This design comes from an exercise in tuning for small area and a short achievable clock period on the open sky130 flow, not from production work. At most, simulation tests tie the RTL to the original design; equivalence was not proved.

## hb_filter
module hb_filter(input logic clk,
                 input logic reset_n,
                 input logic signed [15:0] x_in,
                 output logic signed [15:0] y_out);
For scale: roughly 34 I/O pins, ~31,000 sq um of cells after synthesis.
Settings: LEC_CHECK=0, CAP_MARGIN=20, CORE_MARGIN=2, CORE_UTILIZATION=40, SLEW_MARGIN=20; clock period 16.0 ns.
standard.sh (not shown) runs the stock make flow with config.mk's settings and CLKGATE_MAP_FILE= SYNTH_SCRIPT=/design/flow/synth_recipe.tcl, a recipe that flattens the netlist after the stock synthesis.
==> flow/flow/run.sh <==
#!/bin/bash
# Standard layout; synthesis skips Yosys's early "abc -fast" so that the full-adder
# trees written in the RTL reach extract_fa unchanged; repair aims at a large setup margin.
set -euo pipefail
bash standard.sh SYNTH_ARGS=-noabc SETUP_SLACK_MARGIN=11.65 CORE_UTILIZATION=55 CTS_CLUSTER_SIZE=20 CTS_CLUSTER_DIAMETER=80 finish > standard.log 2>&1
Edit:
==> flow/flow/run.sh (replaced) <==
#!/bin/bash
# Standard layout; synthesis skips Yosys's early "abc -fast" so that the full-adder
# trees written in the RTL reach extract_fa unchanged; repair aims at a large setup margin.
set -euo pipefail
bash standard.sh SYNTH_ARGS=-noabc SETUP_SLACK_MARGIN=11.65 CORE_UTILIZATION=50 CTS_CLUSTER_SIZE=25 CTS_CLUSTER_DIAMETER=90 finish > standard.log 2>&1
After rerunning:
- final cell count rose by 1.2%
- sequential share of layout area is about the same
- cell area is about the same
- global-route usage fell by 2.5 points
- worst setup slack is about the same
- first-iteration DRC count rose by 22%
- clock-buffer cell count fell by 6
Edit:
==> flow/flow/run.sh (replaced) <==
#!/bin/bash
# Standard layout; synthesis skips Yosys's early "abc -fast" so that the full-adder
# trees written in the RTL reach extract_fa unchanged; repair aims at a large setup margin.
set -euo pipefail
bash standard.sh SYNTH_ARGS=-noabc SETUP_SLACK_MARGIN=11.65 CORE_UTILIZATION=55 CTS_CLUSTER_SIZE=25 CTS_CLUSTER_DIAMETER=90 finish > standard.log 2>&1
Outcome: The changed run passed the timing, DRC and antenna checks; worst setup slack improves by 0.014 ns; synthesized cell count is unchanged; flip-flop and latch count does not change; non-clock buffer count went down by 2; synthesized area stays the same.
No functional check of the RTL was part of any run of this note.

* * *

Another version of the RTL of hb_filter (not shown whole).
Size: roughly 2000 cells after synthesis, about 490 flip-flops, about 0.030 sq mm of cells after synthesis.
Settings: LEC_CHECK=0, CAP_MARGIN=20, CORE_MARGIN=2, CORE_UTILIZATION=40, SLEW_MARGIN=20; clock period 16.0 ns.
==> flow/flow/run.sh <==
#!/bin/bash
# Standard layout; synthesis skips Yosys's early "abc -fast" so that the full-adder
# trees written in the RTL reach extract_fa unchanged.
set -euo pipefail
bash standard.sh SYNTH_ARGS=-noabc finish > standard.log 2>&1
Rerun with:
==> flow/flow/run.sh (replaced) <==
#!/bin/bash
# Standard layout; synthesis skips Yosys's early "abc -fast" so that the full-adder
# trees written in the RTL reach extract_fa unchanged; repair aims at a large setup margin.
set -euo pipefail
bash standard.sh SYNTH_ARGS=-noabc SETUP_SLACK_MARGIN=11 finish > standard.log 2>&1
The new run produced a clean layout.
Worst hold slack gets better by 6.3 ps.
Wire length increases by 7.6%.
Area after synthesis stays the same.
Die area is unchanged.
Setup slack improved by 1400 ps.
Synthesized cell count does not change.
No run of this note included a check of the RTL's function; only the layout flow was run.

* * *

Another version of the RTL of hb_filter (not shown whole).
Size in the first run: ~600 flip-flops.
Design hb_filter, start of the top module:
module hb_filter(input logic clk,
                 input logic reset_n,
                 input logic signed [15:0] x_in,
                 output logic signed [15:0] y_out);
clock: 16.0 ns
lec_check: 0
cap_margin: 20
core_margin: 2
core_utilization: 40
slew_margin: 20
==> flow/flow/run.sh <==
#!/bin/bash
# Standard layout; synthesis skips Yosys's early "abc -fast" so that the full-adder
# trees written in the RTL reach extract_fa unchanged; repair aims at a large setup margin.
set -euo pipefail
bash standard.sh SYNTH_ARGS=-noabc SETUP_SLACK_MARGIN=11.7 CTS_CLUSTER_SIZE=20 CTS_CLUSTER_DIAMETER=80 finish > standard.log 2>&1
The baseline completed without violations.
Rerun with:
==> flow/flow/run.sh (replaced) <==
#!/bin/bash
# Standard layout; synthesis skips Yosys's early "abc -fast" so that the full-adder
# trees written in the RTL reach extract_fa unchanged; repair aims at a large setup margin.
set -euo pipefail
bash standard.sh SYNTH_ARGS=-noabc SETUP_SLACK_MARGIN=11.5 CTS_CLUSTER_SIZE=20 CTS_CLUSTER_DIAMETER=80 finish > standard.log 2>&1
- design area fell by 1.0%
- count of clock-buffer cells in the layout stays the same
- wire length fell by 0.87%
- worst setup slack got worse by 0.14 ns
- flip-flop and latch count is unchanged
- via count barely changes
- die area stays the same
- critical path depth fell by 18
- global-route usage stays flat

* * *

== P ==
Another version of the RTL of hb_filter (not shown whole).
Size in the first run: ~2,400 cells after synthesis, roughly 640 flip-flops, about 34 I/O pins, ~0.034 mm^2 of cells after synthesis.
## hb_filter
module hb_filter(input logic clk,
                 input logic reset_n,
                 input logic signed [15:0] x_in,
                 output logic signed [15:0] y_out);
Settings: LEC_CHECK=0, CAP_MARGIN=20, CORE_MARGIN=2, CORE_UTILIZATION=40, SLEW_MARGIN=20; clock period 16.0 ns.
==> flow/flow/run.sh <==
#!/bin/bash
# Standard layout; synthesis skips Yosys's early "abc -fast" so that the full-adder
# trees written in the RTL reach extract_fa unchanged.
set -euo pipefail
bash standard.sh SYNTH_ARGS=-noabc finish > standard.log 2>&1
For Q, these inputs were changed with respect to P:
==> flow/flow/run.sh <==
#!/bin/bash
# Standard layout; synthesis skips Yosys's early "abc -fast" so that the full-adder
# trees written in the RTL reach extract_fa unchanged; repair aims at a large setup margin.
set -euo pipefail
bash standard.sh SYNTH_ARGS=-noabc SETUP_SLACK_MARGIN=12 finish > standard.log 2>&1
## What came out
Q vs P, signed area change from the synthesized netlist to the final layout went up by 4.3 points.
Relative to P, the global-route wire length before repair measured on Q has increased slightly.
Measured against each other, Q and P differ in multi-input combinational area share, the lower figure coming from Q.
Q against P; cell area after layout is up by a few percent.
Going from P to Q, core utilization grows by 1.7 points.
Startpoint-to-endpoint class of the critical path: flip-flop to flip-flop -> Q, input pin to asynchronous set/reset pin -> P
Q vs. P: maximum frequency went up; fraction of area in clock buffers and inverters went down.
For R, these inputs were changed with respect to Q:
-- flow/flow/run.sh --
<<< Q, line 4
set -euo pipefail
bash standard.sh SYNTH_ARGS=-noabc SETUP_SLACK_MARGIN=12 finish > standard.log 2>&1
>>> R, line 4
set -euo pipefail
bash standard.sh SYNTH_ARGS=-noabc SETUP_SLACK_MARGIN=11 finish > standard.log 2>&1
## What came out
- R has completed all stages; timing, DRC and antenna checks passed.
- Diff Q and R: register-to-register path setup slack higher in Q
- R: total routing usage reported by global routing 0.17 points below Q
- Run comparison: R uppermost signal routing layer after detailed routing met4; Q uppermost signal routing layer after detailed routing met5
Function was not checked in any run of this note: the RTL went through the layout flow alone.

-- port drivers added, routing unchanged --
The flow's constraints put no driver on any port. The routed layouts listed below were extracted and timed again, unchanged, in two steps.
Step 1 sets driving cells, clkbuf_16 on the clock port and buf_2 on the other inputs (assumed; they add their load-dependent delay and slew).
Step 2 also shifts input and output timing later by t, the mid clock arrival at the registers, as if the neighbouring blocks saw the same clock.
a / b / c = no drivers / after step 1 / after step 2; a / b = the first two.
run	shift t [ns]	slack for setup (ns)	worst data-port slew with drivers (ns)	pins driven straight from the clock port
the first run of note 1	0.636	11.700 / 11.638 / 11.275	0.05	1
the second run of note 1	0.635	11.699 / 11.635 / 11.352	0.05	1
the third run of note 1	0.686	11.713 / 11.654 / 11.283	0.05	1
the first run of note 2	0.655	7.475 / 7.475 / 7.475	0.05	1
the second run of note 2	0.666	8.918 / 8.918 / 8.918	0.05	1
the first run of note 3	0.647	11.712 / 11.682 / 11.235	0.18	1
the second run of note 3	0.650	11.572 / 11.508 / 11.088	0.09	1
P	0.684	10.405 / 10.433 / 9.749	0.05	1
Q	0.677	11.655 / 11.614 / 11.565	0.06	1
R	0.683	11.330 / 11.259 / 10.707	0.06	1
After both steps setup and hold are still met in every run listed. For P, which loses most, drivers alone change the setup slack by +0.028 ns; drivers and shift together by -0.656 ns. Setup slack includes reset recovery checks.
